Context: an optimization exercise on an open-source flow, tuned for small area, a short achievable clock period and few clock cycles per item. The choices shown serve that exercise and are no tape-out recipe. The RTL was checked by simulation tests, not by an equivalence proof against the original design. Power figures rest on the tool's default switching activity, not on a simulated workload.

==> flow/design.v <==
`timescale 1ns / 1ps
module montgomery(
  input           clk,
  input           resetn,
  input           start,
  input  [380:0]  in_a,
  input  [380:0]  in_b,
  input  [380:0]  in_m,
  input           out_read,
  output [380:0]  result,
  output reg      done
);
  localparam W = 386;    
  reg  [383:0] S;        
  reg  [383:0] C;        
  reg          corr;     
  reg        m_it;       
  reg        m_rs;       
  reg        first;      
  reg        safe;       
  reg  [7:0] cnt;        
  reg        d_one, d_two, d_neg;        
  reg        q_one, q_two, q_neg;        
  reg        k_one, y_neg;               
  reg        n_hi, n_lo, cur_hi;         
  reg  [2:0]   b_lo;
  reg  [3:0]   m_lo;
  reg  [4:0]   m_hi;
  wire [W-1:0] Bx = {{(W-381){1'b0}}, in_b[380:3], b_lo};
  wire [W-1:0] Mx = {{(W-381){1'b0}}, in_m[380:4], m_lo};
  wire [1:0]   u     = S[383:382] + C[383:382];
  wire [W-1:0] S_ext = {{(W-383){u[1]}}, u[0], S[381:0]};
  wire [W-1:0] C_ext = {{(W-382){1'b0}}, C[381:0]};
  wire [W-1:0] S_in = m_it ? S_ext : m_rs ? {S_ext[W-3:0], 2'b00} : {W{1'b0}};
  wire [W-1:0] C_in = m_it ? C_ext : m_rs ? {C_ext[W-3:0], 2'b00} : {W{1'b0}};
  wire [W-1:0] Zoc = (({W{d_one}} & Bx) | ({W{d_two}} & {Bx[W-2:0], 1'b0})) ^ {W{d_neg}};
  wire [W-1:0] X;
  assign X[0]       = corr & m_it;
  assign X[1]       = Zoc[0];
  assign X[2]       = Zoc[1] | (corr & m_rs);
  assign X[W-1:3]   = Zoc[W-2:2];
  wire [W-1:0] Ysel = ({W{q_one}} & Mx) | ({W{q_two}} & {Mx[W-2:0], 1'b0})
                    | ({W{k_one}} & {Mx[W-3:0], 2'b00});
  wire [W-1:0] Y;
  assign Y[0]     = q_one;
  assign Y[1]     = Ysel[1] ^ q_neg;
  assign Y[2]     = (Ysel[2] & ~k_one) ^ q_neg | k_one;
  assign Y[W-1:3] = Ysel[W-1:3] ^ {(W-3){y_neg}};
  wire [W-1:0] sum1 = S_in ^ C_in ^ X;
  wire [W-1:0] cy1  = {(S_in[W-2:0] & C_in[W-2:0]) | (S_in[W-2:0] & X[W-2:0]) | (C_in[W-2:0] & X[W-2:0]), d_neg};
  wire [W-1:0] P    = sum1 ^ cy1 ^ Y;
  wire [W-1:0] Q    = {(sum1[W-2:0] & cy1[W-2:0]) | (sum1[W-2:0] & Y[W-2:0]) | (cy1[W-2:0] & Y[W-2:0]), d_neg};
  wire [383:0] S_next = P[W-1:2];
  wire [383:0] C_next = Q[W-1:2];
  wire         corr_next = P[1] | P[0];
  wire         cz     = ~|C[381:0];
  wire         sgn    = u[1];
  wire last = (cnt == 8'd192);
  wire go   = ~m_it & ~m_rs & start;
  function [2:0] booth(input hi, input lo, input pr);
    begin
      booth[0] = lo ^ pr;                            
      booth[1] = (hi & ~lo & ~pr) | (~hi & lo & pr);  
      booth[2] = hi & ~(lo & pr);                     
    end
  endfunction
  wire [2:0] nd = m_it ? booth(n_hi, n_lo, cur_hi) : booth(in_a[1], in_a[0], 1'b0);
  wire [511:0] ax = {131'b0, in_a};
  wire [7:0]   cnt_next = go ? 8'd2 : cnt + 8'd1;
  reg  [11:0]  g_hi, g_lo;
  integer gi;
  always @(posedge clk) begin
    for (gi = 0; gi < 12; gi = gi + 1) begin
      g_hi[gi] <= ax[{gi[3:0], cnt_next[3:0], 1'b1}];
      g_lo[gi] <= ax[{gi[3:0], cnt_next[3:0], 1'b0}];
    end
  end
  wire a_hi = g_hi[cnt[7:4]];
  wire a_lo = g_lo[cnt[7:4]];
  wire [1:0] t0;
  assign t0[0] = P[2] ^ Q[2] ^ corr_next;
  assign t0[1] = ((P[2] & Q[2]) | (P[2] & corr_next) | (Q[2] & corr_next))
               ^ P[3] ^ Q[3] ^ (nd[0] & b_lo[0]);
  wire [1:0] qq = m_it ? {t0[1] ^ (t0[0] & ~m_lo[1]), t0[0]}
                       : {in_a[0] & in_b[0], 1'b0};
  wire [8:0] vh   = {1'b0, ~S_ext[383], S_ext[382:376]} + {3'd0, C[381:376]} + 9'd1;
  wire conf   = m_hi[4];
  wire est_hi = conf & (vh >= {4'd4, m_hi});             
  wire est_lo = conf & (vh <= 9'd127);                     
  wire to_it = go | (m_it & ~last);
  always @(posedge clk) begin
    S    <= S_next;
    C    <= C_next;
    corr <= corr_next;
    n_hi   <= m_it ? a_hi : in_a[3];
    n_lo   <= m_it ? a_lo : in_a[2];
    cur_hi <= m_it ? n_hi : in_a[1];
    if (~m_it & ~m_rs) begin
      b_lo <= in_b[2:0];
      m_lo <= in_m[3:0];
      m_hi <= in_m[380:376];
    end
  end
  always @(posedge clk or negedge resetn) begin
    if (!resetn) begin
      m_it <= 1'b0; m_rs <= 1'b0; first <= 1'b0; safe <= 1'b0; done <= 1'b0;
      cnt <= 8'd0;
      d_one <= 1'b0; d_two <= 1'b0; d_neg <= 1'b0;
      q_one <= 1'b0; q_two <= 1'b0; q_neg <= 1'b0;
      k_one <= 1'b0; y_neg <= 1'b0;
    end else begin
      d_one <= to_it & nd[0];
      d_two <= to_it & nd[1];
      d_neg <= to_it & nd[2];
      q_one <= to_it & qq[0];
      q_two <= to_it & (qq == 2'd2);
      q_neg <= to_it & (qq == 2'd3);
      cnt   <= cnt_next;
      k_one <= 1'b0;
      y_neg <= to_it & (qq == 2'd3);
      if (go) begin
        m_it <= 1'b1;
      end else if (m_it) begin
        if (last) begin
          m_it  <= 1'b0;
          m_rs  <= 1'b1;
          first <= 1'b1;
        end
      end else if (m_rs & ~done) begin
        if (first) begin
          first <= 1'b0;
          safe  <= conf;
          k_one <= est_hi | est_lo;
          y_neg <= est_hi;
        end else if (cz & ~k_one) begin
          if (sgn) begin
            k_one <= 1'b1;
            safe  <= 1'b1;
          end else if (safe) begin
            done  <= 1'b1;
          end else begin
            k_one <= 1'b1;
            y_neg <= 1'b1;
            safe  <= 1'b1;
          end
        end
      end else if (done & out_read) begin
        done <= 1'b0;
        m_rs <= 1'b0;
      end
    end
  end
  assign result = S[380:0];
endmodule
==> flow/config.mk <==
export PLATFORM = sky130hd
export DESIGN_NAME = montgomery
export DESIGN_NICKNAME = montgomery
export VERILOG_FILES = /design/flow/design.v
export SDC_FILE = /design/flow/constraint.sdc
export NUM_CORES = 8
export LEC_CHECK = 0
export CAP_MARGIN = 20
export CORE_MARGIN = 2
export CORE_UTILIZATION = 30
export CTS_CLUSTER_DIAMETER = 90
export CTS_CLUSTER_SIZE = 25
export SLEW_MARGIN = 20
==> flow/constraint.sdc <==
create_clock -name core_clock -period 10.0 [get_ports {clk}]
set_input_delay 2.0000 -clock core_clock [delete_from_list [all_inputs] [get_ports {clk}]]
set_output_delay 2.0000 -clock core_clock [all_outputs]
set_load 0.01 [all_outputs]
standard.sh (not shown) runs the stock make flow with config.mk's settings and CLKGATE_MAP_FILE= SYNTH_SCRIPT=/design/flow/synth_recipe.tcl, a recipe that flattens the netlist after the stock synthesis.
==> flow/flow/run.sh <==
#!/bin/bash
set -euo pipefail
export BUFFER_PORTS_ARGS="-buffer_cell sky130_fd_sc_hd__buf_1"
export SETUP_SLACK_MARGIN=6.5
bash standard.sh finish > standard_flow.log 2>&1
The baseline went through all stages and came out clean.
Testbench counts at the start, summed over its fixed seeds: cycles 38,216, items 192.
Edit:
--- a/flow/flow/run.sh
+++ b/flow/flow/run.sh
@@ -3,0 +4 @@
+export POST_GLOBAL_PLACE_TCL="$PWD/flow/move_port_buffers.tcl"
==> flow/flow/move_port_buffers.tcl (new file) <==
# After global placement: put each output port buffer on top of the cell
# that drives it, and each input port buffer at the centre of the cells it
# drives, so that the buffer (not a flip-flop, nor the port) drives the long
# wire between the port and the logic.  Detailed placement legalizes them.
set block [ord::get_db_block]
set n_out 0
set n_in 0
foreach bt [$block getBTerms] {
  set net [$bt getNet]
  if {$net == "NULL"} continue
  set io [$bt getIoType]
  foreach it [$net getITerms] {
    set buf [$it getInst]
    if {![string match "*buf*" [[$buf getMaster] getName]]} continue
    # the buffer's other net
    set onet "NULL"
    foreach bit [$buf getITerms] {
      set n2 [$bit getNet]
      if {$n2 != "NULL" && $n2 != $net && [$n2 getSigType] == "SIGNAL"} { set onet $n2 }
    }
    if {$onet == "NULL"} continue
    set sx 0
    set sy 0
    set cnt 0
    foreach oit [$onet getITerms] {
      set c [$oit getInst]
      if {$c == $buf} continue
      if {$io == "OUTPUT" && ![$oit isOutputSignal]} continue
      if {$io == "INPUT" && ![$oit isInputSignal]} continue
      set loc [$c getLocation]
      set sx [expr {$sx + [lindex $loc 0]}]
      set sy [expr {$sy + [lindex $loc 1]}]
      incr cnt
    }
    if {$cnt == 0} continue
    $buf setLocation [expr {$sx / $cnt}] [expr {$sy / $cnt}]
    if {$io == "OUTPUT"} { incr n_out } else { incr n_in }
  }
}
puts "move_port_buffers: moved $n_out output and $n_in input buffers"
Settings changed: CTS_CLUSTER_DIAMETER 90 to 100, CTS_CLUSTER_SIZE 25 to 20.
After rerunning: Die area stays the same; final cell count goes up by about 0.7%; wire length rose by 3.3%; area after synthesis is unchanged; fmax fell by 3.0%; clock skew rises by 0.055 ns; sequential share of layout area is about the same; clock-buffer cell count went up by 3; power hardly moves; final area is about the same.
Edit:
--- a/flow/flow/run.sh
+++ b/flow/flow/run.sh
@@ -4 +3,0 @@
-export POST_GLOBAL_PLACE_TCL="$PWD/flow/move_port_buffers.tcl"
Settings changed: CAP_MARGIN 20 to 40, CTS_CLUSTER_DIAMETER 100 to default, CTS_CLUSTER_SIZE 20 to default, SLEW_MARGIN 20 to 40.
removed: flow/flow/move_port_buffers.tcl
Outcome: Non-clock buffer count falls by 2; count of clock-buffer cells in the layout rises by 106; critical path depth falls by 8; total power rises by 3.6%.
Edit:
Settings changed: CAP_MARGIN 40 to 20, CTS_CLUSTER_DIAMETER from default to 100, CTS_CLUSTER_SIZE from default to 20, PLACE_DENSITY from default to 0.4, SLEW_MARGIN 40 to 20.
What happened: Area after synthesis stays the same. Total power shrinks by about 3%. Routed wire length grows by about 2%.
Edit:
==> flow/flow/run.sh (replaced) <==
#!/bin/bash
# Standard ORFS layout (the standard.sh), with these changes:
#  - the port buffers are buf_1 cells instead of buffer_ports' default pick;
set -euo pipefail
export BUFFER_PORTS_ARGS="-buffer_cell sky130_fd_sc_hd__buf_1"
export SETUP_SLACK_MARGIN=6.5
bash standard.sh cts > standard_flow.log 2>&1
export SETUP_SLACK_MARGIN=6.58
bash standard.sh finish > standard_flow_finish.log 2>&1
Settings changed: PLACE_DENSITY 0.4 to default.
Utilization barely changes. Cell count hardly moves. Final area stays flat.

==> separate check: timing with driven ports <==
Ports are ideal in the flow. The routed layouts listed here were re-timed in OpenROAD.
Step 1 sets driving cells, clkbuf_16 on the clock port and buf_2 on the other inputs (assumed; they add their load-dependent delay and slew).
Step 2, shift: input delay + t, output delay - t, t = (earliest + latest rising clock arrival at the registers) / 2. This alone moves slack from input paths to output paths.
Three values: no drivers, after step 1, after step 2; two values: the first two.
run	shift t [ns]	slack for setup (ns)	worst data-port slew with drivers (ns)
the first run	0.818	6.507 / 6.413 / 5.736	0.46
the second run	0.817	6.400 / 6.299 / 5.482	0.56
the third run	0.829	6.495 / 6.400 / 5.695	0.49
the fourth run	0.811	6.488 / 6.470 / 5.717	0.39
the fifth run	0.810	6.578 / 6.476 / 5.665	0.46
After both steps every run listed still meets setup and hold. For the second run, which loses most, drivers alone change the setup slack by -0.101 ns; drivers and shift together by -0.918 ns.
